This design comes from an exercise in tuning for small area, a short achievable clock period and few clock cycles on the open sky130 flow, not from production work.
At most, simulation tests tie the RTL to the original design; equivalence was not proved.
The RTL of run 1 was laid out without a check of its function.

## flow/design.v (module list and top-level ports; edited modules follow where they fit)
// module PrefixAdder: 35 lines
// module BoothDaddaMul33: 1236 lines
// module PipelinedMultiplierUnit: 86 lines
// module QuickDivider: 161 lines
// module DividerUnit: 52 lines
// module MulDivUnit: 103 lines
module MulDivUnit (
    input logic clk,
    input logic rst,
    input logic stall,
    input logic [DATA_WIDTH-1:0] dataInA,
    input logic [DATA_WIDTH-1:0] dataInB,
    input logic mulGetUpper,
    input logic [1:0] mulCode,
    input logic [1:0] divCode,
    input logic divReset,
    input logic divResetFromCI_Stage,
    input logic divReq,
    input logic divAcquire,
    input logic divRelease,
    output logic [DATA_WIDTH-1:0] mulDataOut,
    output logic [DATA_WIDTH-1:0] divDataOut,
    output logic divFinished,
    output logic divBusy,
    output logic divReserved,
    output logic divFree
);
  // ...
==> flow/run.sh <==
#!/bin/bash
# synth_recipe.tcl (not shown) runs the flow's synth.tcl, then flattens the netlist and writes it again
# the make line also repeats each setting of config.mk as NAME=value (left out here)
make -C /OpenROAD-flow-scripts/flow DESIGN_CONFIG=/design/flow/config.mk WORK_HOME=/design/flow/orfs CLKGATE_MAP_FILE= SYNTH_SCRIPT=/design/flow/synth_recipe.tcl finish
==> flow/config.mk <==
export PLATFORM = sky130hd
export DESIGN_NAME = MulDivUnit
export DESIGN_NICKNAME = MulDivUnit
export VERILOG_FILES = /design/flow/design.v
export SDC_FILE = /design/flow/constraint.sdc
export NUM_CORES = 4
export LEC_CHECK = 0
export ABC_AREA = 1
export CAP_MARGIN = 20
export CORE_MARGIN = 2
export CORE_UTILIZATION = 40
export SETUP_SLACK_MARGIN = 4.3
export SLEW_MARGIN = 20
export TNS_END_PERCENT = 100
==> flow/constraint.sdc <==
create_clock -name core_clock -period 10.0 [get_ports {clk}]
set_input_delay 2.0000 -clock core_clock [delete_from_list [all_inputs] [get_ports {clk}]]
set_output_delay 2.0000 -clock core_clock [all_outputs]
set_load 0.01 [all_outputs]
==> reports/results.tsv, run 1 <==
stage	metric	value	unit
routing	DRT iter0 DRCs	5903	
setup_path	worst endpoint data arrival time	6300	ps
clock_tree	CTS buffer count	35	
clock_tree	Longest Clk Path Bufs	3	
timing	final clock skew	33.9	ps
finish	commonest non-fill, non-tap cell in the layout	nand2_1	
logic_synthesis	simple-gate portion of the synthesized area	18.2	%
clock_tree	post-CTS resize count	373	
finish	Finished Cell Area	57600	µm²
logic_synthesis	most frequent cell after synthesis	nand2_1	
clock_tree	Sink Count	258	
status	outcome	no timing/DRC/antenna violations	
routing	DRC viols	0	
finish	comb_multi_in	4678	
finish	fraction of layout cells with a size suffix above 1	15.3	%
routing	vias post-DR	47600	
finish	most frequent cells in the layout	1119 x nand2_1, 857 x inv_1, 641 x xor2_1, 545 x o22ai_1, 460 x fa_1	
finish	fraction of area in registers	13.4	%
timing	fin crit period	5920	ps
setup_path	critical path's largest stage delay	450	ps
logic_synthesis	Area contributors post-synth	fa_1 20%, edfxtp_1 16%, xor2_1 12%	
global_routing	antenna violations before repair	6	
routing	WL final	208000	µm
logic_synthesis	Main synth FF type	edfxtp_1	
==> module PipelinedMultiplierUnit, before the edit <==
module PipelinedMultiplierUnit #(
    parameter BIT_WIDTH = 32,
    parameter PIPELINE_DEPTH = 3
)(
    input logic clk, stall,
    input BasicTypes::DataPath fuOpA_In,
    input BasicTypes::DataPath fuOpB_In,
    input logic getUpper,  
    input OpFormatTypes::IntMUL_Code mulCode,
    output BasicTypes::DataPath dataOut
);
    localparam GROUPS = DATA_WIDTH / 4;
    logic [DATA_WIDTH:0] exSrcA_Reg, exSrcB_Reg;
    logic getUpperReg;
    BasicTypes::DataPath sumReg, carryReg;
    logic [GROUPS-1:0] lowerGenReg, lowerPropReg;
    logic upperReg;
    logic signA, signB;
    logic [2*DATA_WIDTH-1:0] prodS, prodC;
    logic [DATA_WIDTH-1:0] lowG, lowP;
    logic [GROUPS-1:0] groupG, groupP;
    logic lowerCarry;
    always_comb begin
        signA = (mulCode != AC_MULHU);
        signB = (mulCode == AC_MUL) || (mulCode == AC_MULH);
    end
    BoothDaddaMul33 mul (
        .x(exSrcA_Reg),
        .y(exSrcB_Reg),
        .s(prodS),
        .c(prodC)
    );
    always_comb begin
        lowG = prodS[DATA_WIDTH-1:0] & prodC[DATA_WIDTH-1:0];
        lowP = prodS[DATA_WIDTH-1:0] ^ prodC[DATA_WIDTH-1:0];
        for (int k = 0; k < GROUPS; k++) begin
            groupG[k] = lowG[4*k+3] |
                        (lowP[4*k+3] & lowG[4*k+2]) |
                        (lowP[4*k+3] & lowP[4*k+2] & lowG[4*k+1]) |
                        (lowP[4*k+3] & lowP[4*k+2] & lowP[4*k+1] & lowG[4*k]);
            groupP[k] = lowP[4*k+3] & lowP[4*k+2] & lowP[4*k+1] & lowP[4*k];
        end
    end
    always_ff @(posedge clk) begin
        if (!stall) begin
            exSrcA_Reg <= {signA & fuOpA_In[DATA_WIDTH-1], fuOpA_In};
            exSrcB_Reg <= {signB & fuOpB_In[DATA_WIDTH-1], fuOpB_In};
            getUpperReg <= getUpper;
            upperReg <= getUpperReg;
            lowerGenReg <= groupG;
            lowerPropReg <= groupP;
            if (getUpperReg) begin
                sumReg <= prodS[2*DATA_WIDTH-1:DATA_WIDTH];
                carryReg <= prodC[2*DATA_WIDTH-1:DATA_WIDTH];
            end
            else begin
                sumReg <= prodS[DATA_WIDTH-1:0];
                carryReg <= prodC[DATA_WIDTH-1:0];
            end
        end
    end
    logic [GROUPS-1:0] treeG [$clog2(GROUPS)+1];
    logic [GROUPS-1:0] treeP [$clog2(GROUPS)+1];
    always_comb begin
        treeG[0] = lowerGenReg;
        treeP[0] = lowerPropReg;
        for (int l = 0; l < $clog2(GROUPS); l++) begin
            treeG[l+1] = '0;
            treeP[l+1] = '0;
            for (int k = 0; k < (GROUPS >> (l+1)); k++) begin
                treeG[l+1][k] = treeG[l][2*k+1] | (treeP[l][2*k+1] & treeG[l][2*k]);
                treeP[l+1][k] = treeP[l][2*k+1] & treeP[l][2*k];
            end
        end
        lowerCarry = treeG[$clog2(GROUPS)][0];
    end
    PrefixAdder #(.WIDTH(DATA_WIDTH)) finalAdder (
        .a(sumReg),
        .b(carryReg),
        .cin(upperReg & lowerCarry),
        .sum(dataOut),
        .cout(),
        .gAll(),
        .pAll()
    );
endmodule : PipelinedMultiplierUnit
==> module QuickDivider, before the edit <==
module QuickDivider(
    input logic clk,
    input logic req,               
    input logic busy,              
    input BasicTypes::DataPath dividend,
    input BasicTypes::DataPath divisor,
    input logic isSigned,
    output logic doneAtReq,        
    output logic doneNext,         
    output BasicTypes::DataPath quotient,
    output BasicTypes::DataPath remainder
);
    localparam SHIFT_WIDTH = $clog2(DATA_WIDTH) + 1;    
    function automatic BasicTypes::DataPath LeadingOne(
        input BasicTypes::DataPath value
    );
        BasicTypes::DataPath smear;
        smear = value;
        for (int l = 1; l < DATA_WIDTH; l = l * 2) begin
            smear = smear | (smear >> l);
        end
        LeadingOne = smear & ~(smear >> 1);
    endfunction
    function automatic logic [$clog2(DATA_WIDTH)-1:0] Encode(
        input BasicTypes::DataPath oneHot
    );
        for (int j = 0; j < $clog2(DATA_WIDTH); j++) begin
            BasicTypes::DataPath mask;
            for (int i = 0; i < DATA_WIDTH; i++) begin
                mask[i] = (i >> j) & 1;
            end
            Encode[j] = |(oneHot & mask);
        end
    endfunction
    function automatic logic LowOnes(
        input BasicTypes::DataPath value
    );
        LowOnes = !(|(value[DATA_WIDTH-1:1] & ~value[DATA_WIDTH-2:0]));
    endfunction
    BasicTypes::DataPath regR, regQ, regD;
    logic [SHIFT_WIDTH-2:0] regHalfShift;   
    logic [SHIFT_WIDTH-2:0] regCount;      
    logic regFirst;                        
    logic signA, signB;
    BasicTypes::DataPath onesA, onesB;     
    BasicTypes::DataPath absA, absB;
    logic divisorIsZero, lessThan, lessEqual, nextTo, dividendIsSmaller;
    BasicTypes::DataPath diffBits;
    BasicTypes::DataPath leadA, leadB;
    logic [$clog2(DATA_WIDTH)-1:0] posA, posB;
    logic [SHIFT_WIDTH-2:0] halfShift;
    logic [DATA_WIDTH:0] shiftedD;         
    logic [DATA_WIDTH:0] shiftedFine;
    logic [DATA_WIDTH:0] stepD;
    logic [DATA_WIDTH:0] diff1;
    BasicTypes::DataPath diff2;
    logic carry1, carry2;
    logic ge1, ge2;
    BasicTypes::DataPath r1, r2;
    PrefixAdder #(.WIDTH(DATA_WIDTH+1)) sub1 (
        .a({1'b0, regR}),
        .b(~stepD),
        .cin(1'b1),
        .sum(diff1),
        .cout(carry1),
        .gAll(),
        .pAll()
    );
    PrefixAdder #(.WIDTH(DATA_WIDTH)) sub2 (
        .a(r1),
        .b(~shiftedD[DATA_WIDTH-1:0]),
        .cin(1'b1),
        .sum(diff2),
        .cout(carry2),
        .gAll(),
        .pAll()
    );
    logic cmpG, cmpP;
    PrefixAdder #(.WIDTH(DATA_WIDTH)) cmp (
        .a(onesA),
        .b(~onesB),
        .cin(1'b0),
        .sum(),
        .cout(),
        .gAll(cmpG),
        .pAll(cmpP)
    );
    always_comb begin
        signA = isSigned && dividend[DATA_WIDTH-1];
        signB = isSigned && divisor[DATA_WIDTH-1];
        onesA = signA ? ~dividend : dividend;
        onesB = signB ? ~divisor : divisor;
        absA = onesA + {{(DATA_WIDTH-1){1'b0}}, signA};
        absB = onesB + {{(DATA_WIDTH-1){1'b0}}, signB};
        divisorIsZero = (divisor == '0);
        lessThan = !(cmpG || cmpP);
        lessEqual = !cmpG;
        diffBits = onesA ^ onesB;
        nextTo = LowOnes(diffBits) && (diffBits != '0) &&
                 ((onesB & diffBits) == (diffBits & ~(diffBits >> 1)));
        if (signA == signB) begin
            dividendIsSmaller = lessThan;
        end
        else if (signB) begin
            dividendIsSmaller = lessEqual;
        end
        else begin
            dividendIsSmaller = lessThan && !nextTo;
        end
        doneAtReq = divisorIsZero || dividendIsSmaller;
        leadA = LeadingOne(onesA);
        leadB = LeadingOne(onesB);
        if (signA && LowOnes(onesA)) begin
            leadA = {leadA[DATA_WIDTH-2:0], onesA == '0};
        end
        if (signB && LowOnes(onesB)) begin
            leadB = {leadB[DATA_WIDTH-2:0], onesB == '0};
        end
        posA = Encode(leadA);
        posB = Encode(leadB);
        halfShift = {1'b0, posA[$clog2(DATA_WIDTH)-1:1]} - {1'b0, posB[$clog2(DATA_WIDTH)-1:1]} -
                    {{($clog2(DATA_WIDTH)-1){1'b0}}, !posA[0] && posB[0]};
        shiftedFine = '0;
        for (int v = 0; v < 4; v++) begin
            if (regHalfShift[1:0] == v) begin
                shiftedFine = shiftedFine | ({1'b0, regD} << (2*v));
            end
        end
        shiftedD = '0;
        for (int u = 0; u <= (DATA_WIDTH / 8); u++) begin
            if (regHalfShift[SHIFT_WIDTH-2:2] == u) begin
                shiftedD = shiftedD | (shiftedFine << (8*u));
            end
        end
        stepD = {shiftedD[DATA_WIDTH-1:0], 1'b0};
        ge1 = carry1;
        r1 = ge1 ? diff1[DATA_WIDTH-1:0] : regR;
        ge2 = carry2;
        r2 = ge2 ? diff2 : r1;
        doneNext = regFirst ? (regHalfShift == '0) : (regCount == 1);
        quotient = regQ;
        remainder = regR;
    end
    always_ff @(posedge clk) begin
        if (req) begin
            regR <= absA;
            regQ <= divisorIsZero ? '1 : '0;
            regD <= absB;
            regHalfShift <= halfShift;
            regFirst <= 1'b1;
        end
        else if (busy) begin
            regFirst <= 1'b0;
            regHalfShift <= '0;
            regR <= r2;
            regQ <= {regQ[DATA_WIDTH-3:0], ge1, ge2};
            regD <= {2'b0, shiftedD[DATA_WIDTH-1:2]};
            regCount <= regFirst ? regHalfShift : regCount - 1;
        end
    end
endmodule : QuickDivider
==> inputs of run 2 (changes only) <==
--- a/flow/design.v
+++ b/flow/design.v
@@ -52,21 +52,22 @@
     AC_DIV    = 2'b00,     
     AC_DIVU   = 2'b01,     
     AC_REM    = 2'b10,     
     AC_REMU   = 2'b11      
 } IntDIV_Code;
 endpackage
 module BoothDaddaMul33 (
     input  logic [32:0] x,    
-    input  logic [32:0] y,    
+    input  logic [16:0] neg,   
+    input  logic [16:0] one,   
+    input  logic [16:0] two,   
     output logic [63:0] s,
     output logic [63:0] c
 );
-    logic [16:0] neg, one, two;
     logic [33:0] pp0;
     logic [33:0] pp1;
     logic [33:0] pp2;
     logic [33:0] pp3;
     logic [33:0] pp4;
     logic [33:0] pp5;
     logic [33:0] pp6;
     logic [33:0] pp7;
@@ -74,27 +75,18 @@
     logic [33:0] pp9;
     logic [33:0] pp10;
     logic [33:0] pp11;
     logic [33:0] pp12;
     logic [33:0] pp13;
     logic [33:0] pp14;
     logic [33:0] pp15;
     logic [33:0] pp16;
-    logic [34:0] yy;
     logic [34:0] xx;
-    assign yy = {y[32], y, 1'b0};    
     assign xx = {x[32], x, 1'b0};    
-    always_comb begin
-        for (int j = 0; j < 17; j++) begin
-            neg[j] = yy[2*j+2];
-            one[j] = yy[2*j+1] ^ yy[2*j];
-            two[j] = (yy[2*j+2] & ~yy[2*j+1] & ~yy[2*j]) | (~yy[2*j+2] & yy[2*j+1] & yy[2*j]);
-        end
-    end
     always_comb for (int k = 0; k <= 33; k++) pp0[k] = ((one[0] & xx[k+1]) | (two[0] & xx[k])) ^ neg[0];
     always_comb for (int k = 0; k <= 33; k++) pp1[k] = ((one[1] & xx[k+1]) | (two[1] & xx[k])) ^ neg[1];
     always_comb for (int k = 0; k <= 33; k++) pp2[k] = ((one[2] & xx[k+1]) | (two[2] & xx[k])) ^ neg[2];
     always_comb for (int k = 0; k <= 33; k++) pp3[k] = ((one[3] & xx[k+1]) | (two[3] & xx[k])) ^ neg[3];
     always_comb for (int k = 0; k <= 33; k++) pp4[k] = ((one[4] & xx[k+1]) | (two[4] & xx[k])) ^ neg[4];
     always_comb for (int k = 0; k <= 33; k++) pp5[k] = ((one[5] & xx[k+1]) | (two[5] & xx[k])) ^ neg[5];
     always_comb for (int k = 0; k <= 33; k++) pp6[k] = ((one[6] & xx[k+1]) | (two[6] & xx[k])) ^ neg[6];
     always_comb for (int k = 0; k <= 33; k++) pp7[k] = ((one[7] & xx[k+1]) | (two[7] & xx[k])) ^ neg[7];
@@ -1300,33 +1292,46 @@
     input logic clk, stall,
     input BasicTypes::DataPath fuOpA_In,
     input BasicTypes::DataPath fuOpB_In,
     input logic getUpper,  
     input OpFormatTypes::IntMUL_Code mulCode,
     output BasicTypes::DataPath dataOut
 );
     localparam GROUPS = DATA_WIDTH / 4;
-    logic [DATA_WIDTH:0] exSrcA_Reg, exSrcB_Reg;
+    localparam DIGITS = (DATA_WIDTH + 2) / 2;
+    logic [DATA_WIDTH:0] exSrcA_Reg;
+    logic [DIGITS-1:0] boothNegReg, boothOneReg, boothTwoReg;
     logic getUpperReg;
     BasicTypes::DataPath sumReg, carryReg;
     logic [GROUPS-1:0] lowerGenReg, lowerPropReg;
     logic upperReg;
     logic signA, signB;
+    logic [DATA_WIDTH+2:0] exSrcB;     
+    logic [DIGITS-1:0] boothNeg, boothOne, boothTwo;
     logic [2*DATA_WIDTH-1:0] prodS, prodC;
     logic [DATA_WIDTH-1:0] lowG, lowP;
     logic [GROUPS-1:0] groupG, groupP;
     logic lowerCarry;
     always_comb begin
         signA = (mulCode != AC_MULHU);
         signB = (mulCode == AC_MUL) || (mulCode == AC_MULH);
+        exSrcB = {{2{signB & fuOpB_In[DATA_WIDTH-1]}}, fuOpB_In, 1'b0};
+        for (int j = 0; j < DIGITS; j++) begin
+            boothNeg[j] = exSrcB[2*j+2];
+            boothOne[j] = exSrcB[2*j+1] ^ exSrcB[2*j];
+            boothTwo[j] = (exSrcB[2*j+2] & ~exSrcB[2*j+1] & ~exSrcB[2*j]) |
+                          (~exSrcB[2*j+2] & exSrcB[2*j+1] & exSrcB[2*j]);
+        end
     end
     BoothDaddaMul33 mul (
         .x(exSrcA_Reg),
-        .y(exSrcB_Reg),
+        .neg(boothNegReg),
+        .one(boothOneReg),
+        .two(boothTwoReg),
         .s(prodS),
         .c(prodC)
     );
     always_comb begin
         lowG = prodS[DATA_WIDTH-1:0] & prodC[DATA_WIDTH-1:0];
         lowP = prodS[DATA_WIDTH-1:0] ^ prodC[DATA_WIDTH-1:0];
         for (int k = 0; k < GROUPS; k++) begin
             groupG[k] = lowG[4*k+3] |
@@ -1334,17 +1339,19 @@
                         (lowP[4*k+3] & lowP[4*k+2] & lowG[4*k+1]) |
                         (lowP[4*k+3] & lowP[4*k+2] & lowP[4*k+1] & lowG[4*k]);
             groupP[k] = lowP[4*k+3] & lowP[4*k+2] & lowP[4*k+1] & lowP[4*k];
         end
     end
     always_ff @(posedge clk) begin
         if (!stall) begin
             exSrcA_Reg <= {signA & fuOpA_In[DATA_WIDTH-1], fuOpA_In};
-            exSrcB_Reg <= {signB & fuOpB_In[DATA_WIDTH-1], fuOpB_In};
+            boothNegReg <= boothNeg;
+            boothOneReg <= boothOne;
+            boothTwoReg <= boothTwo;
             getUpperReg <= getUpper;
             upperReg <= getUpperReg;
             lowerGenReg <= groupG;
             lowerPropReg <= groupP;
             if (getUpperReg) begin
                 sumReg <= prodS[2*DATA_WIDTH-1:DATA_WIDTH];
                 carryReg <= prodC[2*DATA_WIDTH-1:DATA_WIDTH];
             end
@@ -1428,37 +1435,57 @@
     BasicTypes::DataPath absA, absB;
     logic divisorIsZero, lessThan, lessEqual, nextTo, dividendIsSmaller;
     BasicTypes::DataPath diffBits;
     BasicTypes::DataPath leadA, leadB;
     logic [$clog2(DATA_WIDTH)-1:0] posA, posB;
     logic [SHIFT_WIDTH-2:0] halfShift;
     logic [DATA_WIDTH:0] shiftedD;         
     logic [DATA_WIDTH:0] shiftedFine;
-    logic [DATA_WIDTH:0] stepD;
+    BasicTypes::DataPath alignedD;
     logic [DATA_WIDTH:0] diff1;
-    BasicTypes::DataPath diff2;
-    logic carry1, carry2;
-    logic ge1, ge2;
-    BasicTypes::DataPath r1, r2;
+    BasicTypes::DataPath diffA;
+    logic [DATA_WIDTH+2:0] diffB;
+    logic [DATA_WIDTH+2:0] csaX, csaY, csaZ, csaS, csaC;
+    logic carry1, carryA;
+    logic ge1, ge2, geB;
+    BasicTypes::DataPath r2;
     PrefixAdder #(.WIDTH(DATA_WIDTH+1)) sub1 (
         .a({1'b0, regR}),
-        .b(~stepD),
+        .b(~{alignedD, 1'b0}),
         .cin(1'b1),
         .sum(diff1),
         .cout(carry1),
         .gAll(),
         .pAll()
     );
-    PrefixAdder #(.WIDTH(DATA_WIDTH)) sub2 (
-        .a(r1),
-        .b(~shiftedD[DATA_WIDTH-1:0]),
+    PrefixAdder #(.WIDTH(DATA_WIDTH)) subA (
+        .a(regR),
+        .b(~alignedD),
         .cin(1'b1),
-        .sum(diff2),
-        .cout(carry2),
+        .sum(diffA),
+        .cout(carryA),
+        .gAll(),
+        .pAll()
+    );
+    always_comb begin
+        csaX = {3'b0, regR};
+        csaY = ~{3'b0, alignedD};
+        csaZ = ~{2'b0, alignedD, 1'b0};
+        csaS = csaX ^ csaY ^ csaZ;
+        csaC = {(csaX[DATA_WIDTH+1:0] & csaY[DATA_WIDTH+1:0]) |
+                (csaX[DATA_WIDTH+1:0] & csaZ[DATA_WIDTH+1:0]) |
+                (csaY[DATA_WIDTH+1:0] & csaZ[DATA_WIDTH+1:0]), 1'b1};
+    end
+    PrefixAdder #(.WIDTH(DATA_WIDTH+3)) subB (
+        .a(csaS),
+        .b(csaC),
+        .cin(1'b1),
+        .sum(diffB),
+        .cout(),
         .gAll(),
         .pAll()
     );
     logic cmpG, cmpP;
     PrefixAdder #(.WIDTH(DATA_WIDTH)) cmp (
         .a(onesA),
         .b(~onesB),
         .cin(1'b0),
@@ -1509,41 +1536,51 @@
             end
         end
         shiftedD = '0;
         for (int u = 0; u <= (DATA_WIDTH / 8); u++) begin
             if (regHalfShift[SHIFT_WIDTH-2:2] == u) begin
                 shiftedD = shiftedD | (shiftedFine << (8*u));
             end
         end
-        stepD = {shiftedD[DATA_WIDTH-1:0], 1'b0};
-        ge1 = carry1;
-        r1 = ge1 ? diff1[DATA_WIDTH-1:0] : regR;
-        ge2 = carry2;
-        r2 = ge2 ? diff2 : r1;
+        alignedD = shiftedD[DATA_WIDTH-1:0];
+        ge1 = carry1;                        
+        geB = !diffB[DATA_WIDTH+2];          
+        ge2 = ge1 ? geB : carryA;
+        if (ge1) begin
+            r2 = geB ? diffB[DATA_WIDTH-1:0] : diff1[DATA_WIDTH-1:0];
+        end
+        else begin
+            r2 = carryA ? diffA : regR;
+        end
         doneNext = regFirst ? (regHalfShift == '0) : (regCount == 1);
         quotient = regQ;
         remainder = regR;
     end
     always_ff @(posedge clk) begin
         if (req) begin
             regR <= absA;
             regQ <= divisorIsZero ? '1 : '0;
-            regD <= absB;
-            regHalfShift <= halfShift;
-            regFirst <= 1'b1;
         end
         else if (busy) begin
-            regFirst <= 1'b0;
-            regHalfShift <= '0;
             regR <= r2;
             regQ <= {regQ[DATA_WIDTH-3:0], ge1, ge2};
+        end
+    end
+    always_ff @(posedge clk) begin
+        regFirst <= req;
+        if (req) begin
+            regD <= absB;
+            regHalfShift <= halfShift;
+        end
+        else begin
             regD <= {2'b0, shiftedD[DATA_WIDTH-1:2]};
-            regCount <= regFirst ? regHalfShift : regCount - 1;
+            regHalfShift <= '0;
         end
+        regCount <= regFirst ? regHalfShift : regCount - 1;
     end
 endmodule : QuickDivider
 import BasicTypes::*;
 import OpFormatTypes::*;
 module DividerUnit (
     input logic clk,
     input logic req,
     input logic busy,
==> flow/config.mk (replaced) <==
export PLATFORM = sky130hd
export DESIGN_NAME = MulDivUnit
export DESIGN_NICKNAME = MulDivUnit
export VERILOG_FILES = /design/flow/design.v
export SDC_FILE = /design/flow/constraint.sdc
export NUM_CORES = 4
export LEC_CHECK = 0
export ABC_AREA = 1
export CAP_MARGIN = 20
export CORE_MARGIN = 2
export CORE_UTILIZATION = 40
export SETUP_SLACK_MARGIN = 4.8
export SLEW_MARGIN = 20
export TNS_END_PERCENT = 20
==> run 2 against run 1 <==
Worst setup slack better by 480 ps. Still clean on timing, DRC and antenna. Maximum frequency is 8.8% higher. Highest routed layer unchanged. Wire length is 4.2% lower.
==> reports/results.tsv, run 2 <==
stage	metric	value	unit	change
status	outcome	no timing/DRC/antenna violations		unchanged
finish	commonest non-fill, non-tap cell in the layout	nand2_1		unchanged
clock_tree	htree depth	2		unchanged
die	num rows	128		was 125
place	RD Place Congestion	1.02		about the same
logic_synthesis	post-synth top area cell	fa_1		unchanged
logic_synthesis	Synthesized Nets	7273		was 7009
routing	WL final	200000	µm	was 208000 µm
logic_synthesis	count of state elements after synthesis	275		was 258
die	Chip Width	355	µm	was 347 µm
finish	Final nets	7355		was 7226
routing	vias post-DR	46900		was 47600
routing	Vias per Instance	5.75		was 5.97
setup_path	Critical path buffers and inverters	5		was 12
place	input/output buffers	144		unchanged
clock_tree	clock slew at reported path FFs	80	ps	was 70 ps
setup_path	Crit. End Element	flip-flop		unchanged
logic_synthesis	Syn Inst Count	6414		was 6208
global_routing	first-pass GRT wire length	295000	µm	was 294000 µm
finish	fraction of layout cells with a size suffix above 1	10.5	%	was 15.3%
timing	final setup fails	0		unchanged
clock_tree	CTS buffer count	36		was 35
routing	drt pass-1 iters	7		was 8
hold_path	Hold Crit Class	flip-flop to flip-flop		unchanged
timing	fin crit period	5440	ps	was 5920 ps
logic_synthesis	most frequent cell after synthesis	nand2_1		unchanged
timing	Setup TNS	0	ps	unchanged
global_routing	vias in the first global route	46300		was 45400
finish	number of flip-flops in the largest register	33		
timing	setup repair after global routing missed its margin	yes		unchanged
logic_synthesis	Unique masters post-synth	69		was 65
logic_synthesis	Main synth FF type	edfxtp_1		unchanged
logic_synthesis	async set-reset flop share out of synthesis	0	%	unchanged
logic_synthesis	EDFF count, synth	230		was 255
finish	Largest Register	mulUnit.exSrcA_Reg		
global_routing	grt ovf	0		unchanged
logic_synthesis	Synthesis Warnings	17		was 14
setup_path	crit-path cells	inv_1 > buf_4 > o22ai_1 > xor2_1 > fa_1 > fa_1 > inv_1 > fa_1 > inv_1 > fa_1 > fa_1 > fa_2 > inv_1 > ha_1 > a21oi_1 > nand3_1		
routing	Antenna Nets Post-Route	0		unchanged
clock_tree	TritonCTS clock tree	built		unchanged
logic_synthesis	Post-Syn Area	49400	µm²	was 47200 µm²
timing	highest clock rate	184	MHz	was 169 MHz
routing	DRT iter0 DRCs	5157		was 5903
setup_path	Top delay family on crit path	adder cells		was buffers and inverters
finish	most frequent cells in the layout	1139 x nand2_1, 950 x inv_1, 704 x xor2_1, 553 x o22ai_1, 488 x fa_1		was 1119 x nand2_1, 857 x inv_1, 641 x xor2_1, 545 x o22ai_1, 460 x fa_1
run	maxcap violations	0		unchanged
timing	Slew Limit Fails	0		unchanged
setup_path	Worst setup SP type	flip-flop		unchanged
die	io pins	145		unchanged
global_routing	GRT Overall Usage	31.1	%	was 32.6%
die	initial core utilization	40.4	%	was 40.5%
setup_path	worst endpoint data arrival time	5800	ps	was 6300 ps
clock_tree	Sink Count	275		was 258
logic_synthesis	post-synth top area share	19.9	%	was 19.6%
logic_synthesis	sequential area share after synthesis	15.8	%	was 16.4%
clock_tree	Root Buffer	clkbuf_16		unchanged
timing	Slew HR	16.6	%	was 19.8%
logic_synthesis	Avg Cell Area, Syn	7.69	µm²	was 7.60 µm²
place	Place WS	2520	ps	was 1990 ps
die	overall die area	126000	µm²	was 121000 µm²
clock_tree	Longest Clk Path Bufs	3		unchanged
timing	final clock skew	30.6	ps	was 33.9 ps
timing	post-route setup slack	4560	ps	was 4080 ps
timing	worst slew pin tran	1240	ps	was 1200 ps
logic_synthesis	Area contributors post-synth	fa_1 20%, edfxtp_1 14%, xor2_1 13%		was fa_1 20%, edfxtp_1 16%, xor2_1 12%
setup_path	Critical Path Fanout Max	32		was 7
finish	Core Util, Final	45.9	%	was 49.5%
logic_synthesis	Post-synth top cells	1208 x nand2_1, 980 x inv_1, 709 x xor2_1		was 1217 x nand2_1, 904 x inv_1, 645 x xor2_1
routing	DRC viols	0		unchanged
setup_path	critical path's largest stage delay	640	ps	was 450 ps
setup_path	most frequent cell on the critical path	fa_1		was buf_12
timing	Final Hold Viols	0		unchanged
die	Core Area	122000	µm²	was 117000 µm²
finish	fill count	12200		was 11200
routing	WL per Instance	24.5	µm	was 26.1 µm
setup_path	Setup CP Type	flip-flop to flip-flop		unchanged
setup_path	Critical Path Slowest Stage Cell	fa_2		was edfxtp_1
global_routing	largest net degree at the start of global routing	81		was 90
setup_path	Critical Path RT	10360	ps	was 10390 ps
timing	period utilization	54.4	%	was 59.2%
place	post-DP HPWL	146000	µm	was 143000 µm
global_routing	antenna violations before repair	5		was 6
finish	area delta synth->final	13.5	%	was 22.2%
die	die height	355	µm	was 347 µm
clock_tree	worst skew pair latency	620	ps	was 630 ps
==> run 2: worst register-to-register path, stage by stage, from the launching register on <==
cell      delay, ps
edfxtp_1        380
inv_1            70
buf_4           460
o22ai_1         220
xor2_1          280
fa_1            480
fa_1            520
inv_1            60
fa_1            480
inv_1            50
fa_1            410
fa_1            510
fa_2            640
inv_1            70
ha_1            330
a21oi_1         160
nand3_1          80
==> run 2: repair_timing <==
action,4_1_cts,5_1_grt
gates resized for setup,406,137
setup endpoints to repair,159,158
pin swaps,50,35
endpoints found under the hold margin,0,0
gates cloned,12,1
buffers inserted,79,44
hold buffers,0,0
==> run 2: final cells by class <==
class | count | area, µm² | area share, %
multi-input combinational | 4779 | 37500 | 66.9
sequential | 275 | 7820 | 14.0
inverter | 1010 | 3850 | 6.87
timing repair buffer | 392 | 3600 | 6.43
tap | 1625 | 2030 | 3.63
clock buffer | 45 | 965 | 1.72
clock inverter | 21 | 265 | 0.474
timing repair inverter | 2 | 15.0 | 0.0268
antenna | 1 | 2.50 | 0.00447
==> run 2: cell families (layout without fill, tap and decap cells) <==
logic type	count (synthesis)	after routing	synth area share, %
other	0	1	0
adder cells (fa/ha/maj)	782	782	27.3
multiplexers	22	22	0.459
flip-flops	275	275	15.8
buffers and inverters	1366	1470	10.6
XOR/XNOR	787	787	14.8
AND/OR/NAND/NOR	2089	2095	17.7
AO/OA/AOI/OAI	1093	1093	13.2
==> run 2: path summary, 6_finish.rpt <==
path / start / end / slack, ps / cells past startpoint
max: mulUnit.exSrcA_Reg[13] / mulUnit.lowerGenReg[7] / 4560 / 16
min: divUnit.div.regHalfShift[4] / divUnit.div.regCount[4] / 510 / 2
max reg2reg: mulUnit.exSrcA_Reg[13] / mulUnit.lowerGenReg[7] / 4560 / 16
min reg2reg: divUnit.div.regHalfShift[4] / divUnit.div.regCount[4] / 510 / 2
==> run 2: metrics by stage <==
stage | std cells | hold slack, ps | area (µm²)
5_1_grt | 8149 | 554 | 56000
3_3_place_gp | 7945 | 494 | 52300
6_report | 8150 | 511 | 56000
4_1_cts | 8103 | 506 | 55200
3_5_place_dp | 7946 | 498 | 52300
2_1_floorplan | 6414 | 424 | 49400
==> run 2: per-layer routing <==
metal  track usage [%]  share of wire [%]
met5                 0              0.023
met4              20.4                7.9
met3              7.42                 10
met2              48.1                 44
met1              38.7                 38
Testbench counts of run 2, summed over its fixed seeds: cycles 9,452.
==> inputs of run 3 (changes only) <==
--- a/flow/config.mk
+++ b/flow/config.mk
@@ -12,3 +12,3 @@
 export SETUP_SLACK_MARGIN = 4.8
 export SLEW_MARGIN = 20
-export TNS_END_PERCENT = 20
+export TNS_END_PERCENT = 100
==> run 3 against run 2 <==
Cell area grew 4.3%. Global-route usage grew 1.7 points. Highest routed layer unchanged. Non-clock buffer count grew 129. Clock skew grew 18 ps. Flip-flop and latch count is the same. Worst setup slack lost 32 ps. Final cell count grew 1.7%. Area after synthesis is the same.
==> reports/results.tsv, run 3 <==
stage	metric	value	unit	change
die	Chip Width	355	µm	unchanged
timing	Hold Worst Slack	515	ps	was 511 ps
die	io pins	145		unchanged
timing	period utilization	54.7	%	was 54.4%
logic_synthesis	Avg Cell Area, Syn	7.69	µm²	unchanged
finish	Finished Cell Area	58400	µm²	was 56000 µm²
setup_path	Worst setup SP type	flip-flop		unchanged
global_routing	largest net degree at the start of global routing	68		was 81
die	die height	355	µm	unchanged
routing	WL per Instance	25.9	µm	was 24.5 µm
logic_synthesis	Area contributors post-synth	fa_1 20%, edfxtp_1 14%, xor2_1 13%		unchanged
routing	drt pass-1 iters	11		was 7
clock_tree	TritonCTS clock tree	built		unchanged
global_routing	GRT Overall Usage	32.7	%	was 31.1%
finish	fill count	12100		was 12200
logic_synthesis	Post-Syn Area	49400	µm²	unchanged
clock_tree	Root Buffer	clkbuf_16		unchanged
global_routing	antenna violations before repair	5		unchanged
status	outcome	no timing/DRC/antenna violations		unchanged
timing	final clock skew	48.5	ps	was 30.6 ps
setup_path	setup slack, reg-to-reg	4910	ps	was 4560 ps
setup_path	launching point of the worst reg2reg path	mulUnit.boothOneReg[10]		was mulUnit.exSrcA_Reg[13]
finish	number of flip-flops in the largest register	33		unchanged
setup_path	worst endpoint data arrival time	3470	ps	was 5800 ps
routing	Vias per Instance	5.82		was 5.75
die	initial core utilization	40.4	%	unchanged
logic_synthesis	Main synth FF type	edfxtp_1		unchanged
setup_path	Critical Path Fanout Max	5		was 32
logic_synthesis	sequential area share after synthesis	15.8	%	unchanged
timing	final setup fails	0		unchanged
logic_synthesis	most frequent cell after synthesis	nand2_1		unchanged
place	post-DP HPWL	154000	µm	was 146000 µm
setup_path	r2r endpoint	mulUnit.carryReg[6]		was mulUnit.lowerGenReg[7]
logic_synthesis	post-synth top area share	19.9	%	unchanged
finish	Largest Register	mulUnit.exSrcA_Reg		unchanged
global_routing	first-pass GRT wire length	307000	µm	was 295000 µm
hold_path	hold endpoint	divUnit.div.regCount[0]		was divUnit.div.regCount[4]
logic_synthesis	Syn Inst Count	6414		unchanged
setup_path	Critical Path Source	divUnit.regIsRem		was mulUnit.exSrcA_Reg[13]
timing	highest clock rate	183	MHz	was 184 MHz
hold_path	Hold Path Origin	divUnit.div.regCount[0]		was divUnit.div.regHalfShift[4]
logic_synthesis	post-synth top area cell	fa_1		unchanged
setup_path	cell depth of the worst flop-to-flop path	15		was 16
clock_tree	clock slew at reported path FFs	60	ps	was 80 ps
clock_tree	Sink Count	275		unchanged
hold_path	Hold Crit Class	flip-flop to flip-flop		unchanged
logic_synthesis	Post-synth top cells	1208 x nand2_1, 980 x inv_1, 709 x xor2_1		unchanged
global_routing	grt ovf	0		unchanged
clock_tree	CTS buffer count	37		was 36
finish	area delta synth->final	18.4	%	was 13.5%
clock_tree	CTS hold repair buffers	0		unchanged
setup_path	Crit. End Element	output pin		was flip-flop
clock_tree	worst skew pair latency	650	ps	was 620 ps
clock_tree	Longest Clk Path Bufs	3		unchanged
run	maxcap violations	0		unchanged
finish	commonest non-fill, non-tap cell in the layout	nand2_1		unchanged
setup_path	Setup CP Type	flip-flop to output pin		was flip-flop to flip-flop
logic_synthesis	Unique masters post-synth	69		unchanged
clock_tree	htree depth	2		unchanged
logic_synthesis	Synthesis Warnings	17		unchanged
routing	DRT iter0 DRCs	5389		was 5157
global_routing	vias in the first global route	46900		was 46300
routing	Antenna Nets Post-Route	0		unchanged
place	RD Place Congestion	1.01		was 1.02
logic_synthesis	EDFF count, synth	230		unchanged
routing	vias post-DR	48200		was 46900
routing	WL final	214000	µm	was 200000 µm
timing	Setup TNS	0	ps	unchanged
finish	fraction of layout cells with a size suffix above 1	14.7	%	was 10.5%
finish	most frequent cells in the layout	1089 x nand2_1, 920 x inv_1, 703 x xor2_1, 545 x o22ai_1, 486 x fa_1		was 1139 x nand2_1, 950 x inv_1, 704 x xor2_1, 553 x o22ai_1, 488 x fa_1
die	Core Area	122000	µm²	unchanged
die	overall die area	126000	µm²	unchanged
logic_synthesis	count of state elements after synthesis	275		unchanged
timing	Slew Limit Fails	0		unchanged
finish	Core Util, Final	47.9	%	was 45.9%
hold_path	cell count of the worst hold path	1		was 2
timing	fin crit period	5470	ps	was 5440 ps
timing	setup repair after global routing missed its margin	yes		unchanged
place	input/output buffers	144		unchanged
routing	DRC viols	0		unchanged
setup_path	Critical Path RT	8000	ps	was 10360 ps
timing	Final Hold Viols	0		unchanged
die	num rows	128		unchanged
timing	worst slew pin tran	1180	ps	was 1240 ps
logic_synthesis	Synthesized Nets	7273		unchanged
finish	Final nets	7491		was 7355
timing	Slew HR	20.9	%	was 16.6%
logic_synthesis	async set-reset flop share out of synthesis	0	%	unchanged
place	Placement Cell Area	52200	µm²	was 52300 µm²
-- run 3: cell counts after synthesis --
No cell type changed its count.
-- run 3: worst max-delay path by stage --
stage	end	slack [ps]	cells past startpoint
after floorplan	divUnit.div.regHalfShift[4]	4760	23
after global placement	divUnit.div.regHalfShift[4]	2220	25
after detailed placement	divUnit.div.regHalfShift[4]	2160	25
after CTS	divDataOut[24]	4450	16
after global routing	divDataOut[24]	4340	16
final	divDataOut[25]	4530	16
-- run 3: per-layer routing --
layer	share of wire (%)	track usage, %
met1	37	39.8
met2	44	51.2
met3	10	7.70
met4	9.2	23.0
met5	0.028	0.226
-- run 3: per-stage QoR --
stage,std cells,setup WS [ps]
floorplan,6414,4760
global placement,7929,2220
detailed placement,7930,2160
CTS,8110,4450
global route,8286,4340
finish,8289,4530
-- run 3: area by class of cell --
| class | count | area, µm² | area share, % |
|---|---|---|---|
| Sequential cell | 275 | 7820 | 13.4 |
| Clock buffer | 46 | 990 | 1.69 |
| Inverter | 1010 | 4010 | 6.85 |
| Timing Repair Buffer | 521 | 5120 | 8.77 |
| Multi-Input combinational cell | 4782 | 38200 | 65.4 |
| Antenna cell | 3 | 7.51 | 0.0128 |
| Timing Repair inverter | 5 | 35.0 | 0.0599 |
| Tap cell | 1625 | 2030 | 3.48 |
| Clock inverter | 22 | 223 | 0.381 |
-- run 3: critical path, cell delays in order, from the launching register on --
cell	delay, ps
edfxtp_1	510
clkbuf_16	230
o21ai_4	150
nand2_2	90
nor2_4	130
nand4_1	140
nor2_2	140
nand2_2	90
nor2_4	110
nand4_1	150
nor2_2	250
nand2_2	110
nor2_4	160
buf_4	140
a21oi_2	50
xnor2_1	190
buf_2	160
-- run 3: timing repair --
item / in CTS / in global routing
pin swaps: 60 / 132
cloned: 17 / 15
endpoints found under the setup margin: 185 / 141
resized for setup: 583 / 359
buffers inserted: 95 / 161
-- run 3: kinds of logic after synthesis --
family	after synthesis	synth area share, %
fa+ha+maj	782	27.3
simple gates	2089	17.7
compound gates	1093	13.2
xor+xnor	787	14.8
mux	22	0.459
flops	275	15.8
buf+inv	1366	10.6
==> inputs of run 4 (changes only) <==
--- a/flow/design.v
+++ b/flow/design.v
@@ -1401,24 +1401,20 @@
 );
     localparam SHIFT_WIDTH = $clog2(DATA_WIDTH) + 1;    
-    function automatic BasicTypes::DataPath LeadingOne(
+    localparam POS_WIDTH = $clog2(DATA_WIDTH);
+    function automatic logic [POS_WIDTH-1:0] MsbPosition(
         input BasicTypes::DataPath value
     );
-        BasicTypes::DataPath smear;
-        smear = value;
-        for (int l = 1; l < DATA_WIDTH; l = l * 2) begin
-            smear = smear | (smear >> l);
-        end
-        LeadingOne = smear & ~(smear >> 1);
-    endfunction
-    function automatic logic [$clog2(DATA_WIDTH)-1:0] Encode(
-        input BasicTypes::DataPath oneHot
-    );
-        for (int j = 0; j < $clog2(DATA_WIDTH); j++) begin
-            BasicTypes::DataPath mask;
-            for (int i = 0; i < DATA_WIDTH; i++) begin
-                mask[i] = (i >> j) & 1;
+        logic [DATA_WIDTH-1:0] any;
+        logic [DATA_WIDTH-1:0][POS_WIDTH-1:0] pos;
+        any = value;
+        pos = '0;
+        for (int l = 0; l < POS_WIDTH; l++) begin
+            for (int k = 0; k < (DATA_WIDTH >> (l+1)); k++) begin
+                pos[k] = any[2*k+1] ? pos[2*k+1] : pos[2*k];
+                pos[k][l] = any[2*k+1];
+                any[k] = any[2*k+1] | any[2*k];
             end
-            Encode[j] = |(oneHot & mask);
         end
+        MsbPosition = pos[0];
     endfunction
     function automatic logic LowOnes(
@@ -1436,6 +1432,7 @@
     logic divisorIsZero, lessThan, lessEqual, nextTo, dividendIsSmaller;
     BasicTypes::DataPath diffBits;
-    BasicTypes::DataPath leadA, leadB;
-    logic [$clog2(DATA_WIDTH)-1:0] posA, posB;
+    logic [POS_WIDTH-1:0] posA, posB;
+    logic upA, upB;
+    logic [POS_WIDTH:0] distance;
     logic [SHIFT_WIDTH-2:0] halfShift;
     logic [DATA_WIDTH:0] shiftedD;         
@@ -1518,16 +1515,10 @@
         end
         doneAtReq = divisorIsZero || dividendIsSmaller;
-        leadA = LeadingOne(onesA);
-        leadB = LeadingOne(onesB);
-        if (signA && LowOnes(onesA)) begin
-            leadA = {leadA[DATA_WIDTH-2:0], onesA == '0};
-        end
-        if (signB && LowOnes(onesB)) begin
-            leadB = {leadB[DATA_WIDTH-2:0], onesB == '0};
-        end
-        posA = Encode(leadA);
-        posB = Encode(leadB);
-        halfShift = {1'b0, posA[$clog2(DATA_WIDTH)-1:1]} - {1'b0, posB[$clog2(DATA_WIDTH)-1:1]} -
-                    {{($clog2(DATA_WIDTH)-1){1'b0}}, !posA[0] && posB[0]};
+        posA = MsbPosition(onesA);
+        posB = MsbPosition(onesB);
+        upA = signA && LowOnes(onesA) && (onesA != '0);
+        upB = signB && LowOnes(onesB) && (onesB != '0);
+        distance = {1'b0, posA} + {1'b0, ~posB} + {{POS_WIDTH{1'b0}}, upA} + {{POS_WIDTH{1'b0}}, !upB};
+        halfShift = {1'b0, distance[POS_WIDTH-1:1]};
         shiftedFine = '0;
         for (int v = 0; v < 4; v++) begin
--- a/flow/config.mk
+++ b/flow/config.mk
@@ -12,3 +12,3 @@
 export SETUP_SLACK_MARGIN = 4.8
 export SLEW_MARGIN = 20
-export TNS_END_PERCENT = 100
+export TNS_END_PERCENT = 20
==> run 4 against run 3 <==
First-iteration DRC count down 3.4%. Wire length shrank 9.6%. Largest cell class unchanged. Critical endpoint is now mulUnit.lowerGenReg[7]. Critical path type is now flip-flop to flip-flop. Still clean on timing, DRC and antenna. Worst setup slack gained 39 ps. Via count shrank 9.0%. Sequential share of layout area grew 1.2 points.
==> reports/results.tsv, run 4 <==
stage	metric	value	unit	change
status	outcome	no timing/DRC/antenna violations		unchanged
die	initial core utilization	40.3	%	was 40.4%
setup_path	setup slack, reg-to-reg	4570	ps	was 4910 ps
global_routing	GRT Max-Usage Layer	met2		unchanged
die	die height	349	µm	was 355 µm
finish	area delta synth->final	12.8	%	was 18.4%
timing	Final Hold Viols	0		unchanged
routing	DRC viols	0		unchanged
logic_synthesis	Post-Syn Area	47600	µm²	was 49400 µm²
logic_synthesis	EDFF count, synth	230		unchanged
finish	number of flip-flops in the largest register	33		unchanged
routing	WL per Instance	25.7	µm	was 25.9 µm
die	Core Area	118000	µm²	was 122000 µm²
finish	Largest Register	mulUnit.exSrcA_Reg		unchanged
logic_synthesis	Synthesized Nets	6770		was 7273
setup_path	Critical Path Slowest Stage Cell	edfxtp_1		unchanged
global_routing	antenna violations before repair	6		was 5
logic_synthesis	Synthesis Warnings	17		unchanged
clock_tree	CTS hold repair buffers	0		unchanged
clock_tree	TritonCTS clock tree	built		unchanged
place	Placement Cell Area	50400	µm²	was 52200 µm²
setup_path	Critical Path Fanout Max	25		was 5
timing	Slew HR	28.8	%	was 20.9%
logic_synthesis	Avg Cell Area, Syn	8.05	µm²	was 7.69 µm²
clock_tree	CTS buffer count	36		was 37
logic_synthesis	post-synth top area cell	fa_1		unchanged
clock_tree	clock slew at reported path FFs	60	ps	about the same
setup_path	Worst setup SP type	flip-flop		unchanged
clock_tree	htree depth	2		unchanged
routing	vias post-DR	43900		was 48200
setup_path	Critical Path RT	10330	ps	was 8000 ps
global_routing	met1 Use GR	40.9	%	was 39.8%
finish	Finished Cell Area	53600	µm²	was 58400 µm²
place	RD Place Congestion	0.974		was 1.01
hold_path	Hold Crit Class	flip-flop to flip-flop		unchanged
global_routing	GR Util met2	50.1	%	was 51.2%
routing	drt pass-1 iters	9		was 11
logic_synthesis	Unique masters post-synth	66		was 69
die	overall die area	122000	µm²	was 126000 µm²
setup_path	crit-path cells	inv_2 > buf_6 > o22ai_1 > xor2_1 > fa_1 > fa_1 > inv_1 > fa_1 > inv_1 > fa_1 > fa_1 > fa_1 > inv_1 > ha_1 > a21oi_1 > nand3_1		was clkbuf_16 > o21ai_4 > nand2_2 > nor2_4 > nand4_1 > nor2_2 > nand2_2 > nor2_4 > nand4_1 > nor2_2 > nand2_2 > nor2_4 > buf_4 > a21oi_2 > xnor2_1 > buf_2
place	input/output buffers	144		unchanged
run	maxcap violations	0		unchanged
routing	Vias per Instance	5.83		was 5.82
logic_synthesis	Post-synth top cells	954 x inv_1, 917 x nand2_1, 725 x xor2_1		was 1208 x nand2_1, 980 x inv_1, 709 x xor2_1
logic_synthesis	most frequent cell after synthesis	inv_1		was nand2_1
setup_path	Crit. End Element	flip-flop		was output pin
global_routing	GRT Overall Usage	31.5	%	was 32.7%
timing	Slew Limit Fails	0		unchanged
finish	Core Util, Final	45.4	%	was 47.9%
routing	DRT iter0 DRCs	5206		was 5389
logic_synthesis	count of state elements after synthesis	274		was 275
clock_tree	Root Buffer	clkbuf_16		unchanged
die	Chip Width	349	µm	was 355 µm
finish	fraction of layout cells with a size suffix above 1	9.37	%	was 14.7%
finish	most frequent cells in the layout	920 x inv_1, 906 x nand2_1, 708 x xor2_1, 542 x o22ai_1, 488 x fa_1		was 1089 x nand2_1, 920 x inv_1, 703 x xor2_1, 545 x o22ai_1, 486 x fa_1
global_routing	GRT met3 Usage	7.42	%	was 7.70%
setup_path	Top delay family on crit path	adder cells		was simple AND/OR/NAND/NOR gates
clock_tree	Sink Count	274		was 275
logic_synthesis	Syn Inst Count	5909		was 6414
timing	final setup fails	0		unchanged
setup_path	most frequent cell on the critical path	fa_1		
timing	highest clock rate	184	MHz	was 183 MHz
logic_synthesis	Main synth FF type	edfxtp_1		unchanged
finish	commonest non-fill, non-tap cell in the layout	inv_1		was nand2_1
setup_path	Setup CP Type	flip-flop to flip-flop		was flip-flop to output pin
setup_path	Critical path buffers and inverters	5		was 3
timing	post-route setup slack	4570	ps	was 4530 ps
global_routing	vias in the first global route	43100		was 46900
setup_path	critical path's largest stage delay	550	ps	was 510 ps
die	io pins	145		unchanged
timing	worst slew pin tran	1070	ps	was 1180 ps
logic_synthesis	sequential area share after synthesis	16.4	%	was 15.8%
routing	WL final	194000	µm	was 214000 µm
timing	setup repair after global routing missed its margin	yes		unchanged
timing	fin crit period	5430	ps	was 5470 ps
global_routing	first-pass GRT wire length	285000	µm	was 307000 µm
logic_synthesis	post-synth top area share	20.7	%	was 19.9%
finish	Final nets	6824		was 7491
place	Place WS	2830	ps	was 2160 ps
logic_synthesis	Area contributors post-synth	fa_1 21%, edfxtp_1 15%, xor2_1 13%		was fa_1 20%, edfxtp_1 14%, xor2_1 13%
timing	Setup TNS	0	ps	unchanged
die	num rows	126		was 128
clock_tree	worst skew pair latency	620	ps	was 650 ps
global_routing	largest net degree at the start of global routing	150		was 68
timing	period utilization	54.3	%	was 54.7%
global_routing	grt ovf	0		unchanged
routing	Antenna Nets Post-Route	0		unchanged
timing	final clock skew	38.4	ps	was 48.5 ps
place	post-DP HPWL	144000	µm	was 154000 µm
clock_tree	Longest Clk Path Bufs	3		unchanged
setup_path	worst endpoint data arrival time	5760	ps	was 3470 ps
logic_synthesis	async set-reset flop share out of synthesis	0	%	unchanged
run 4: changes by cell type after synthesis, sizes merged, moves of 7 or more:
| cell | previous run | this run |
|---|---|---|
| nand4 | 70 | 58 |
| inv | 1007 | 983 |
| clkbuf | 270 | 257 |
| a21oi | 197 | 211 |
| nor2 | 411 | 303 |
| o21ai | 219 | 231 |
| xor2 | 733 | 755 |
| xnor2 | 54 | 65 |
| nand3 | 263 | 173 |
| o2111ai | 11 | 4 |
| nand2 | 1227 | 934 |
| nor3 | 68 | 51 |
| buf | 86 | 76 |
run 4: what timing repair did:
action,in CTS,in global routing
cloned,7,2
gates resized for setup,284,89
pin swaps,32,19
buffers inserted,44,33
endpoints found under the setup margin,183,151
endpoints found under the hold margin,0,0
run 4: worst register-to-register path: cells and delay by family (launching register included):
| kind | cells | cell delay (ps) |
|---|---|---|
| AO/OA/AOI/OAI | 2 | 320 |
| XOR/XNOR | 1 | 190 |
| adder cells (fa/ha/maj) | 7 | 3310 |
| buffers and inverters | 5 | 710 |
| flip-flops | 1 | 550 |
| AND/OR/NAND/NOR | 1 | 90 |
run 4: per-layer routing:
metal  vias up  wire length (µm)
li1      19400                 -
met1     21400             76500
met2      2563             86800
met3       566             19700
met4         4             10700
met5         -                27
run 4: layout make-up:
type                       instances  area (µm²)
clock buffer                      42         923
sequential                       274        7790
multi-input combinational       4320       35800
timing repair buffer             344        3200
fill                           11700       64400
tap                             1536        1920
clock inverter                    21         206
inverter                         987        3790
antenna                            2        5.00
run 4: kinds of logic after synthesis:
| kind of cell | count (synthesis) | synth area share (%) |
|---|---|---|
| buf+inv | 1320 | 10.7 |
| compound gates | 1112 | 13.8 |
| mux | 20 | 0.434 |
| simple gates | 1579 | 14.3 |
| flops | 274 | 16.4 |
| fa+ha+maj | 784 | 28.4 |
| xor+xnor | 820 | 15.9 |
run 4: through the flow:
step	instances	hold slack (ps)
global route	7524	560
floorplan	5909	424
finish	7526	536
detailed placement	7375	503
CTS	7489	538
global placement	7375	506
run 4: final timing paths:
path | cells after the start | end | startpoint
max | 16 | mulUnit.lowerGenReg[7] | mulUnit.boothOneReg[3]
min | 2 | divUnit.div.regCount[4] | divUnit.div.regCount[4]
max reg2reg | 16 | mulUnit.lowerGenReg[7] | mulUnit.boothOneReg[3]
min reg2reg | 2 | divUnit.div.regCount[4] | divUnit.div.regCount[4]
Testbench counts of run 4, summed over its fixed seeds: cycles 9,452.
==> inputs of run 5 (changes only) <==
--- a/flow/config.mk
+++ b/flow/config.mk
@@ -10,5 +10,5 @@
 export CORE_MARGIN = 2
 export CORE_UTILIZATION = 40
-export SETUP_SLACK_MARGIN = 4.8
+export SETUP_SLACK_MARGIN = 5.0
 export SLEW_MARGIN = 20
-export TNS_END_PERCENT = 20
+export TNS_END_PERCENT = 5
==> run 5 against run 4 <==
Register-to-register slack improved by 90 ps. Cell area increased by 0.51%. Clock skew decreased by 2.7 ps. Maximum frequency increased by 1.1%. Core utilization increased by 0.23 points. Area after synthesis unchanged. Via count increased by 0.26%. Global-route usage about the same. Sequential share of layout area decreased by 0.072 points. Non-clock buffer count increased by 16. Critical endpoint is now divUnit.div.regD[30].
==> reports/results.tsv, run 5 <==
stage	metric	value	unit	change
finish	Largest Register	mulUnit.exSrcA_Reg		unchanged
routing	WL per Instance	25.7	µm	about the same
logic_synthesis	Synthesis Warnings	17		unchanged
clock_tree	worst skew pair latency	610	ps	was 620 ps
global_routing	antenna violations before repair	5		was 6
setup_path	critical path's largest stage delay	760	ps	was 550 ps
setup_path	most frequent cell on the critical path	nor2_2		was fa_1
status	outcome	no timing/DRC/antenna violations		unchanged
logic_synthesis	Synthesized Nets	6770		unchanged
clock_tree	clock slew at reported path FFs	60	ps	about the same
global_routing	largest net degree at the start of global routing	150		unchanged
setup_path	worst endpoint data arrival time	5800	ps	was 5760 ps
run	maxcap violations	0		unchanged
routing	vias post-DR	44000		was 43900
finish	fraction of layout cells with a size suffix above 1	9.91	%	was 9.37%
timing	fin crit period	5370	ps	was 5430 ps
logic_synthesis	sequential area share after synthesis	16.4	%	unchanged
setup_path	setup slack, reg-to-reg	4660	ps	was 4570 ps
timing	final setup fails	0		unchanged
finish	number of flip-flops in the largest register	33		unchanged
setup_path	Critical path buffers and inverters	3		was 5
clock_tree	Longest Clk Path Bufs	3		unchanged
finish	Finished Cell Area	53900	µm²	was 53600 µm²
routing	Antenna Nets Post-Route	0		unchanged
hold_path	Hold Crit Class	flip-flop to flip-flop		unchanged
setup_path	Worst Setup EP	divUnit.div.regD[30]		was mulUnit.lowerGenReg[7]
die	die height	349	µm	unchanged
clock_tree	CTS buffer count	36		unchanged
place	input/output buffers	144		unchanged
clock_tree	htree depth	2		unchanged
setup_path	Worst setup SP type	input pin		was flip-flop
logic_synthesis	Post-Syn Area	47600	µm²	unchanged
setup_path	r2r endpoint	mulUnit.lowerGenReg[7]		unchanged
logic_synthesis	Unique masters post-synth	66		unchanged
place	RD Place Congestion	0.974		unchanged
setup_path	Critical Path RT	10430	ps	was 10330 ps
routing	DRC viols	0		unchanged
global_routing	vias in the first global route	43200		was 43100
timing	Slew Limit Fails	0		unchanged
die	num rows	126		unchanged
clock_tree	CTS hold repair buffers	0		unchanged
finish	area delta synth->final	13.3	%	was 12.8%
finish	most frequent cells in the layout	918 x inv_1, 904 x nand2_1, 706 x xor2_1, 545 x o22ai_1, 490 x fa_1		was 920 x inv_1, 906 x nand2_1, 708 x xor2_1, 542 x o22ai_1, 488 x fa_1
logic_synthesis	Avg Cell Area, Syn	8.05	µm²	unchanged
timing	Slew HR	29.1	%	was 28.8%
routing	DRT iter0 DRCs	5229		was 5206
clock_tree	Root Buffer	clkbuf_16		unchanged
logic_synthesis	count of state elements after synthesis	274		unchanged
routing	Vias per Instance	5.83		about the same
timing	worst slew pin tran	1060	ps	was 1070 ps
setup_path	Crit. End Element	flip-flop		unchanged
finish	multi-input logic area	35900	µm²	was 35800 µm²
setup_path	crit-path cells	clkdlybuf4s50_1 > inv_1 > xor2_4 > ha_1 > inv_1 > nor2_2 > nand2_1 > nor2_2 > nand4_2 > nor2_2 > nand2_2 > nor2_1 > a21oi_1 > nor3_1		was inv_2 > buf_6 > o22ai_1 > xor2_1 > fa_1 > fa_1 > inv_1 > fa_1 > inv_1 > fa_1 > fa_1 > fa_1 > inv_1 > ha_1 > a21oi_1 > nand3_1
logic_synthesis	most frequent cell after synthesis	inv_1		unchanged
global_routing	grt ovf	0		unchanged
setup_path	Worst path depth	14		was 16
finish	storage element area	7800	µm²	was 7790 µm²
timing	highest clock rate	186	MHz	was 184 MHz
timing	Setup TNS	0	ps	unchanged
setup_path	Setup CP Type	input pin to flip-flop		was flip-flop to flip-flop
logic_synthesis	Syn Inst Count	5909		unchanged
setup_path	Critical Path Source	dataInB[1]		was mulUnit.boothOneReg[3]
logic_synthesis	async set-reset flop share out of synthesis	0	%	unchanged
logic_synthesis	post-synth top area cell	fa_1		unchanged
logic_synthesis	EDFF count, synth	230		unchanged
logic_synthesis	Area contributors post-synth	fa_1 21%, edfxtp_1 15%, xor2_1 13%		unchanged
timing	final clock skew	35.7	ps	was 38.4 ps
finish	Final nets	6841		was 6824
place	post-DP HPWL	144000	µm	unchanged
die	overall die area	122000	µm²	unchanged
routing	drt pass-1 iters	7		was 9
logic_synthesis	Main synth FF type	edfxtp_1		unchanged
setup_path	Top delay family on crit path	simple AND/OR/NAND/NOR gates		was adder cells
setup_path	launching point of the worst reg2reg path	mulUnit.boothOneReg[3]		unchanged
place	Placement Cell Area	50400	µm²	unchanged
die	Core Area	118000	µm²	unchanged
routing	WL final	194000	µm	about the same
clock_tree	TritonCTS clock tree	built		unchanged
global_routing	first-pass GRT wire length	286000	µm	was 285000 µm
setup_path	cell depth of the worst flop-to-flop path	16		unchanged
setup_path	Critical Path Fanout Max	5		was 25
finish	fill count	11600		was 11700
die	io pins	145		unchanged
die	initial core utilization	40.3	%	unchanged
clock_tree	Sink Count	274		unchanged
die	Chip Width	349	µm	unchanged
logic_synthesis	post-synth top area share	20.7	%	unchanged
setup_path	Critical Path Slowest Stage Cell	clkdlybuf4s50_1		was edfxtp_1
logic_synthesis	Post-synth top cells	954 x inv_1, 917 x nand2_1, 725 x xor2_1		unchanged
timing	period utilization	53.7	%	was 54.3%
timing	setup repair after global routing missed its margin	yes		unchanged
finish	commonest non-fill, non-tap cell in the layout	inv_1		unchanged
global_routing	GRT Overall Usage	31.5	%	about the same
timing	Final Hold Viols	0		unchanged
run 5: cell counts after synthesis:
No cell type changed its count.
run 5: stage by stage:
step	setup WS (ps)	cells	util (%)	hold WS, ps
CTS	4700	7506	45.1	538
global placement	2800	7375	42.7	506
detailed placement	2830	7375	42.7	503
floorplan	4660	5909	-	424
global route	4540	7541	45.6	560
finish	4630	7546	45.7	536
run 5: timing repair:
action,in CTS,in global routing
setup buffers,61,32
endpoints found under the setup margin,209,187
gates resized for setup,350,77
gates cloned,7,3
pin swaps,36,15
run 5: area by class of cell:
class	instances	share of cell area, %
Clock buffer	42	1.71
Tap cell	1536	3.56
Antenna cell	5	0.0232
Timing Repair inverter	1	0.00928
Multi-Input combinational cell	4320	66.6
Clock inverter	21	0.383
Timing Repair Buffer	360	6.24
Sequential cell	274	14.5
Inverter	987	7.04
run 5: worst min path at each step:
stage | cells past startpoint | slack [ps] | to | startpoint
floorplan | 0 | 420 | mulUnit.upperReg | mulUnit.getUpperReg
global placement | 1 | 510 | divUnit.div.regCount[0] | divUnit.div.regCount[0]
detailed placement | 1 | 500 | divUnit.div.regCount[0] | divUnit.div.regCount[0]
CTS | 1 | 540 | divUnit.div.regCount[0] | divUnit.div.regCount[0]
global route | 2 | 560 | divUnit.div.regCount[4] | divUnit.div.regCount[4]
finish | 2 | 540 | divUnit.div.regCount[4] | divUnit.div.regCount[4]
run 5: layer usage:
layer	wire length (µm)	track usage, %
met4	10600	13.6
met1	76500	40.8
met2	87000	50.2
met5	13	0
met3	19800	7.59
run 5: tightest hold or removal path, delay by kind of cell, from the launching register on:
kind                   cells  cell delay [ps]
buffers and inverters      1               90
AO/OA/AOI/OAI              1              120
flip-flops                 1              290
run 5: logic make-up after synthesis:
| kind of cell | after synthesis | synth area share (%) |
|---|---|---|
| mux | 20 | 0.434 |
| compound gates | 1112 | 13.8 |
| buf+inv | 1320 | 10.7 |
| simple gates | 1579 | 14.3 |
| xor+xnor | 820 | 15.9 |
| flops | 274 | 16.4 |
| fa+ha+maj | 784 | 28.4 |
==> inputs of run 6 (changes only) <==
--- a/flow/config.mk
+++ b/flow/config.mk
@@ -10,4 +10,5 @@
 export CORE_MARGIN = 2
 export CORE_UTILIZATION = 40
+export PLACE_DENSITY = 0.72
 export SETUP_SLACK_MARGIN = 5.0
 export SLEW_MARGIN = 20
==> run 6 against run 5 <==
Still clean. Core utilization hardly changed. Cell area is essentially flat. Clock skew increased by 10 ps. Count of clock-buffer cells in the layout is 7 higher. Worst setup slack worse by 110 ps. Die area stayed put. Hold slack worse by 19 ps. Critical path type is now flip-flop to flip-flop. Largest cell class unchanged.
==> reports/results.tsv, run 6 <==
stage	metric	value	unit	change
routing	DRC viols	0		unchanged
die	initial core utilization	40.3	%	unchanged
logic_synthesis	post-synth top area share	20.7	%	unchanged
setup_path	Critical Path Fanout Max	17		was 5
die	Core Area	118000	µm²	unchanged
finish	number of flip-flops in the largest register	33		unchanged
clock_tree	Longest Clk Path Bufs	3		unchanged
routing	Vias per Instance	5.92		was 5.83
logic_synthesis	simple-gate portion of the synthesized area	14.3	%	unchanged
timing	final setup fails	0		unchanged
logic_synthesis	Main synth FF type	edfxtp_1		unchanged
logic_synthesis	most frequent cell after synthesis	inv_1		unchanged
clock_tree	Sink Count	274		unchanged
clock_tree	clock slew at reported path FFs	60	ps	about the same
status	outcome	no timing/DRC/antenna violations		unchanged
setup_path	Critical path buffers and inverters	5		was 3
logic_synthesis	Synth Area in Adders	28.4	%	unchanged
logic_synthesis	Post-synth top cells	954 x inv_1, 917 x nand2_1, 725 x xor2_1		unchanged
run	maxcap violations	0		unchanged
timing	highest clock rate	182	MHz	was 186 MHz
logic_synthesis	largest family of logic cells by synthesized area	adder cells		unchanged
routing	drt pass-1 iters	7		unchanged
logic_synthesis	Synthesis Warnings	17		unchanged
clock_tree	TritonCTS clock tree	built		unchanged
logic_synthesis	xor/xnor cell area share of the yosys netlist	15.9	%	unchanged
timing	period utilization	54.8	%	was 53.7%
setup_path	Worst setup SP type	flip-flop		was input pin
logic_synthesis	async set-reset flop share out of synthesis	0	%	unchanged
timing	setup repair after global routing missed its margin	yes		unchanged
[run 6: changes by cell type in the layout (fill, tap and decap cells not counted), sizes merged]
cell,before,now
bufbuf,2,3
clkdlybuf4s50,75,96
dlymetal6s2s,4,10
clkbuf,45,55
dlygate4sd2,47,19
inv,968,975
nand2,939,938
bufinv,2,1
diode,5,2
clkinvlp,17,13
clkinv,22,17
buf,222,206
[run 6: per-layer routing]
layer	up-vias	part of all wire (%)	global-route usage, %
met5	-	0.091	0
met2	3167	44	47.6
met3	918	12	9.40
li1	19300	-	-
met1	21200	36	36.3
met4	8	7.1	15.8
[run 6: kinds of logic (layout without fill, tap and decap cells)]
family,after synthesis,after routing
fa+ha+maj,784,784
flops,274,274
compound gates,1112,1112
mux,20,20
simple gates,1579,1583
xor+xnor,820,820
other cells,0,2
buf+inv,1320,1402
[run 6: worst reg2reg max path: cells and delay by family, from the launching register on]
kind | cells | cell delay [ps]
AO/OA/AOI/OAI | 1 | 220
XOR/XNOR | 1 | 210
adder cells (fa/ha/maj) | 6 | 3000
buffers and inverters | 5 | 1260
flip-flops | 1 | 350
AND/OR/NAND/NOR | 2 | 190
[run 6: final cells by class]
cell class | instances | area, µm²
diodes | 2 | 5.00
clock buffers | 49 | 1070
clock inverters | 19 | 213
fillers | 11300 | 64200
inverters | 987 | 3760
multi-input cells | 4319 | 35900
flip-flops and latches | 274 | 7790
well taps | 1536 | 1920
repair buffers | 347 | 3280
[run 6: path summary, 6_finish.rpt]
path / from / slack (ps) / depth (start not counted) / endpoint
hold / removal: divUnit.div.regCount[4] / 520 / 2 / divUnit.div.regCount[4]
setup reg to reg: mulUnit.exSrcA_Reg[32] / 4520 / 15 / mulUnit.carryReg[10]
hold reg to reg: divUnit.div.regCount[4] / 520 / 2 / divUnit.div.regCount[4]
setup / recovery: mulUnit.exSrcA_Reg[32] / 4520 / 15 / mulUnit.carryReg[10]
[run 6: per-stage QoR]
| stage | instances | area (µm²) | util (%) | setup slack, ps |
|---|---|---|---|---|
| floorplan | 5909 | 47600 | - | 4660 |
| finish | 7533 | 53900 | 45.7 | 4520 |
| CTS | 7496 | 53200 | 45.0 | 4590 |
| global route | 7531 | 53900 | 45.7 | 4480 |
| global placement | 7370 | 50400 | 42.7 | 2610 |
| detailed placement | 7370 | 50400 | 42.7 | 2690 |
[run 6: what timing repair did]
action	CTS	global route
setup endpoints to repair	192	182
gates resized for setup	269	113
gates cloned	8	1
buffers inserted	50	33
pin swaps	29	24

## static timing again, ports no longer ideal
In the flow no input, the clock included, has a driving cell. The finished layouts below were timed again as built, in two steps.
Step 1 (the two cells are an assumption about what drives the block):
set clk [get_ports {clk}]
set_driving_cell -lib_cell sky130_fd_sc_hd__clkbuf_16 $clk
set_driving_cell -lib_cell sky130_fd_sc_hd__buf_2 [delete_from_list [all_inputs] $clk]
Step 2 times the ports against the registers' clock, not the clock port: input delays grow and output delays shrink by t, the midpoint of the rising clock arrivals with the driver on.
Slacks: ideal ports / drivers / drivers and shift; pairs: ideal ports / drivers.
run | t, ns | setup WS [ns] | slew at the worst register clock pin (ns)
run 1 | 0.684 | 4.085 / 4.085 / 3.627 | 0.07 / 0.07
run 2 | 0.675 | 4.564 / 4.514 / 3.926 | 0.08 / 0.08
run 3 | 0.713 | 4.533 / 4.449 / 4.110 | 0.06 / 0.06
run 4 | 0.669 | 4.571 / 4.561 / 3.986 | 0.07 / 0.07
run 5 | 0.665 | 4.630 / 4.604 / 3.996 | 0.07 / 0.07
run 6 | 0.695 | 4.518 / 4.518 / 3.990 | 0.07 / 0.07
After both steps every run listed still meets setup and hold. The setup slack of run 2, which loses most, moves by -0.050 ns with the drivers and by -0.638 ns with both steps.
